What follows belongs to an exercise in optimizing a design on an open flow for small area; a production flow would make more cautious choices. The RTL was checked by simulation tests, not by an equivalence proof against the original design.

==> flow/design.v <==
`timescale 1ns / 1ps
module buck_converter(clk_i, rst_i, e_i, v_1_o, v_2i_o, v_2d_o, a_out );
	input 		clk_i;
	input 		rst_i;      
	input   [31:0]		e_i;        
	output  [31:0]		v_1_o;
	output  [15:0]		v_2i_o;
	output  [15:0]		v_2d_o;
	output    	a_out;
	reg  [31:0]	   r_e_val;
	reg  [31:0] 	v_1;
	reg  [63:0] 	v_2;      
	reg  [63:0] 	i_l;      
	reg  [63:0] 	i_c;      
	reg              a;
	wire  [31:0] 	CONST_1   =    {16'b0000_0000_0000_0000,16'b0000_0000_1000_0011};  
	wire  [31:0] 	CONST_2   =    {16'b0000_0000_0000_0000,16'b1110_1000_1000_0100};  
	wire  [31:0] 	CONST_3   =    {16'b0000_0000_0000_0010,16'b0000_0000_0000_0000};  
	wire  [31:0] 	CONST_4   =    {16'b0000_0000_0000_0000,16'b0000_0000_0011_1011};  
	always @(posedge clk_i) 
	begin 
	if (rst_i)
		begin
		r_e_val <= 32'd0;
		v_1     <= 32'd0;
		v_2     <= 64'd0;
		i_l     <= 64'd0;
		i_c     <= 64'd0;
		a       <= 1'b0;
		end
	else
		begin
		r_e_val 	<= e_i;
		if(a == 1'b0)
			begin
			i_l 	<= i_l + ((v_1 - v_2[47:16])* CONST_1);
			i_c 	<= (v_2[47:16]* CONST_3) - i_c ;
			end
		else 
			begin
			v_2 	<= ((i_l[47:16] + i_c[47:16]) * CONST_2) +(r_e_val * CONST_4);
			v_1 	<= r_e_val;
			end
		a <= a+ 1'b1;
		end
	end
	assign v_1_o = v_1 ;
	assign v_2i_o = v_2[47:32] ;
	assign v_2d_o = v_2[31:16] ;
	assign a_out = a;
endmodule
==> flow/run.sh <==
#!/bin/bash
# synth_recipe.tcl (not shown) runs the flow's synth.tcl, then flattens the netlist and writes it again
# the make line also repeats each setting of config.mk as NAME=value (left out here)
make -C /OpenROAD-flow-scripts/flow DESIGN_CONFIG=/design/flow/config.mk WORK_HOME=/design/flow/orfs CLKGATE_MAP_FILE= SYNTH_SCRIPT=/design/flow/synth_recipe.tcl finish
==> flow/config.mk <==
export PLATFORM = sky130hd
export DESIGN_NAME = buck_converter
export DESIGN_NICKNAME = buck_converter
export VERILOG_FILES = /design/flow/design.v
export SDC_FILE = /design/flow/constraint.sdc
export NUM_CORES = 4
export LEC_CHECK = 0
export CAP_MARGIN = 20
export CORE_MARGIN = 2
export CORE_UTILIZATION = 40
export PLACE_DENSITY = 0.6
export SLEW_MARGIN = 20
==> flow/constraint.sdc <==
create_clock -name core_clock -period 11.0 [get_ports {clk_i}]
set_input_delay 2.2000 -clock core_clock [delete_from_list [all_inputs] [get_ports {clk_i}]]
set_output_delay 2.2000 -clock core_clock [all_outputs]
set_load 0.01 [all_outputs]
==> results.txt <==
area by class of cell:
cell class	count	area (µm²)
diodes	1	2.50
inverters	616	2310
flip-flops and latches	191	3830
repair buffers	140	1300
multi-input cells	2439	22400
fillers	7097	39700
well taps	950	1190
clock inverters	15	148
clock buffers	17	425
worst reg2reg max path, delay by kind of cell, from the launching register on:
family,cells,cell delay (ns)
simple gates,10,2.08
xor+xnor,2,0.34
buf+inv,6,0.42
compound gates,12,2.71
fa+ha+maj,11,4.30
flops,1,0.40
stage by stage:
step / utilization, % / instances / hold slack (ns)
CTS: 44.1 / 4364 / 0.494
detailed placement: 43.2 / 4332 / 0.478
global placement: 43.2 / 4332 / 0.471
global route: 44.3 / 4368 / 0.516
floorplan: - / 3321 / 0.458
finish: 44.3 / 4369 / 0.494
metal layers:
layer,part of all wire (%),routed length (µm)
met2,46,35800
met5,0,0
met4,2.5,1950
met1,46,36500
met3,5.5,4280
flip-flops by register name (all words and copies together) (netlist names):
signal,count
i_l,48
i_c,46
r_e_val,32
v_1,32
v_2,32
a,1
cell usage in the layout, fill, tap and decap left out, types with 44 or more instances in the layout:
master	n
inv_1	614
ha_1	460
fa_1	294
a21oi_1	238
nor2_1	232
dfxtp_1	187
nand2_1	129
xnor2_1	118
o21ai_0	112
clkdlybuf4s50_1	97
a21o_1	90
xor2_1	74
mux2i_1	61
nor2b_1	58
nand3_1	44
cells in the mapped netlist (all sizes together), types with 9 or more instances:
| library cell | instances |
|---|---|
| inv | 616 |
| ha | 464 |
| fa | 294 |
| a21oi | 242 |
| nor2 | 233 |
| dfxtp | 191 |
| nand2 | 130 |
| o21ai | 124 |
| xnor2 | 122 |
| a21o | 90 |
| xor2 | 77 |
| mux2i | 61 |
| nor2b | 58 |
| clkbuf | 53 |
| nand3 | 45 |
| nor3 | 41 |
| a211oi | 34 |
| nand2b | 29 |
| o21bai | 28 |
| o21a | 27 |
| nand4 | 26 |
| a31oi | 23 |
| buf | 22 |
| o211ai | 22 |
| or3 | 22 |
| and3 | 21 |
| o22ai | 20 |
| and2 | 17 |
| o31ai | 13 |
| a2111oi | 12 |
| a211o | 12 |
| or2 | 12 |
| nor3b | 9 |
worst max-delay path by stage:
stage,from,depth (start not counted),endpoint
global route,i_l[16],44,v_2[46]
finish,i_l[16],41,v_2[46]
CTS,i_l[16],40,v_2[46]
floorplan,i_c[16],43,v_2[44]
global placement,i_l[16],39,v_2[44]
detailed placement,i_l[16],39,v_2[46]
timing repair:
item	4_1_cts	5_1_grt
buffers inserted	0	4
setup endpoints to repair	2	11
pin swaps	0	7
resized for setup	1	34
kinds of logic after synthesis:
| logic type | after synthesis | synth area share [%] |
|---|---|---|
| AO/OA/AOI/OAI | 736 | 16.6 |
| XOR/XNOR | 199 | 6.09 |
| adder cells (fa/ha/maj) | 761 | 40.9 |
| buffers and inverters | 691 | 9.10 |
| flip-flops | 191 | 13.3 |
| multiplexers | 67 | 2.37 |
| AND/OR/NAND/NOR | 676 | 11.5 |
==> flow_summary.toml <==
[run_status]
status = "no timing/DRC/antenna violations"

[critical_path]
max_stage_delay_ns = 0.56
required_ns = 11.40
cp-end-kind = "flop"
arrival_ns = 10.76
r2r_start = "i_l[16]"
r2r_end = "v_2[46]"
worst-path-buf-inv = 6
ff2ff_setup_slack_ns = 0.63
r2r_cells = 41
crit_top_cell = "fa_1"
start_kind = "flop"
slowest_stage = "or4b_1"
critPathKind = "reg2reg"
critical_path.max_fanout = 6
crit_family = "adder cells"

[grt]
met1_usage_pct = 30.0
grt_pass1_vias = 23000
antenna_found_initial = 0
grt_max_degree = 83
grt-busiest-layer = "met2"
grt_pass1_wl_um = 127000
gr-usage-met3_pct = 3.51
grt_usage_pct = 22.0
grt_use_met2_pct = 35.7
grt_overflow = 0

[floorplanning]
coreArea_mm2 = 0.0712
start_util_pct = 40.2
rows = 98
fp.dieH_um = 272
boundaryPins = 99
dieArea_mm2 = 0.0738
die_w_um = 272

[sta]
fmaxAchievable_mhz = 96.5
finalCritPeriodShare_pct = 94.2
setup_tns_ns = 0
setup_viol_count_final = 0
worst_pin_slew_ns = 1.06
setup_slack_ns = 0.634
clock_skew_ns = 0.0167
relSlewSlack_pct = 28.7
slew_violations = 0
finalCriticalPeriod_ns = 10.37
hold_viol_final = 0

[clock_tree]
cts.clk_slew.worst_paths_ns = 0.08
cts_hold_buf = 0
numCtsBuffers = 17
cts_buffer_depth = 2
cts_max_level = 4
insertion_delay_ns = 0.51
root_buffer = "clkbuf_16"
clkSinkCount = 191
cts_tree = "yes"

[logic_synthesis]
synthCells = 3321
synth_warnings = 1
ys_async_sr_fraction_pct = 0
syn-cell-area_mm2 = 0.0286
synth_nets = 4113
avgSynthCellArea_um2 = 8.62
synth_seq_cells = 191
synth_flop_cell = "dfxtp_1"
synth_top_area_share_pct = 20.5
synth_cell_types = 85
seq_area_frac_synth_pct = 13.3
yosysTopAreaCell = "fa_1"
synth-edff-count = 0
synth_area_leaders = "fa_1 21%, ha_1 20%, dfxtp_1 13%"

[drt]
vias = 23200
wl_per_cell_um = 18.0
drtPass1Iterations = 6
drcViolationCount = 0
wl_um = 78500
dr.first_iter.drc_count = 1531
routed_via_density = 5.31
ant_nets = 0

[placement]
dp_hpwl_um = 65300
numPortBuffers = 98
place_area_mm2 = 0.0308
routabilityCongestion = 0.910
dpl_worst_slack_ns = 0.00883

[worst_hold_path]
min-delay-path-class = "reg2reg"
whs_endpoint = "i_c[30]"
hold_depth = 2
holdCritStartpoint = "i_c[30]"

[cells_and_area]
num-nets-final = 4197
drive_gt1_share_pct = 4.36
area_growth_pct = 10.3
final_area_mm2 = 0.0316

[flow_run]
max-cap-violations = 0

## static timing again, ports no longer ideal
In the flow no input, the clock included, has a driving cell. The finished layout below was timed again as built, in two steps.
Step 1, drivers: a clkbuf_16 drives clk_i and a buf_2 each remaining input, both assumed.
Step 2 times the ports against the registers' clock, not the clock port: input delays grow and output delays shrink by t, the midpoint of the rising clock arrivals with the driver on.
a / b / c = ideal / step 1 / step 2; a / b = the first two.
shift t [ns]: 0.565
slack for setup (ns): 0.634 / 0.634 / 0.634
clock arrival spread, ns: 0.017 / 0.017
worst register clock-pin slew, ns: 0.09 / 0.09
cell pins on the clock port's net: 1
After both steps setup and hold are still met in this run. For this run, drivers alone change the setup slack by 0.000 ns; drivers and shift together by 0.000 ns.
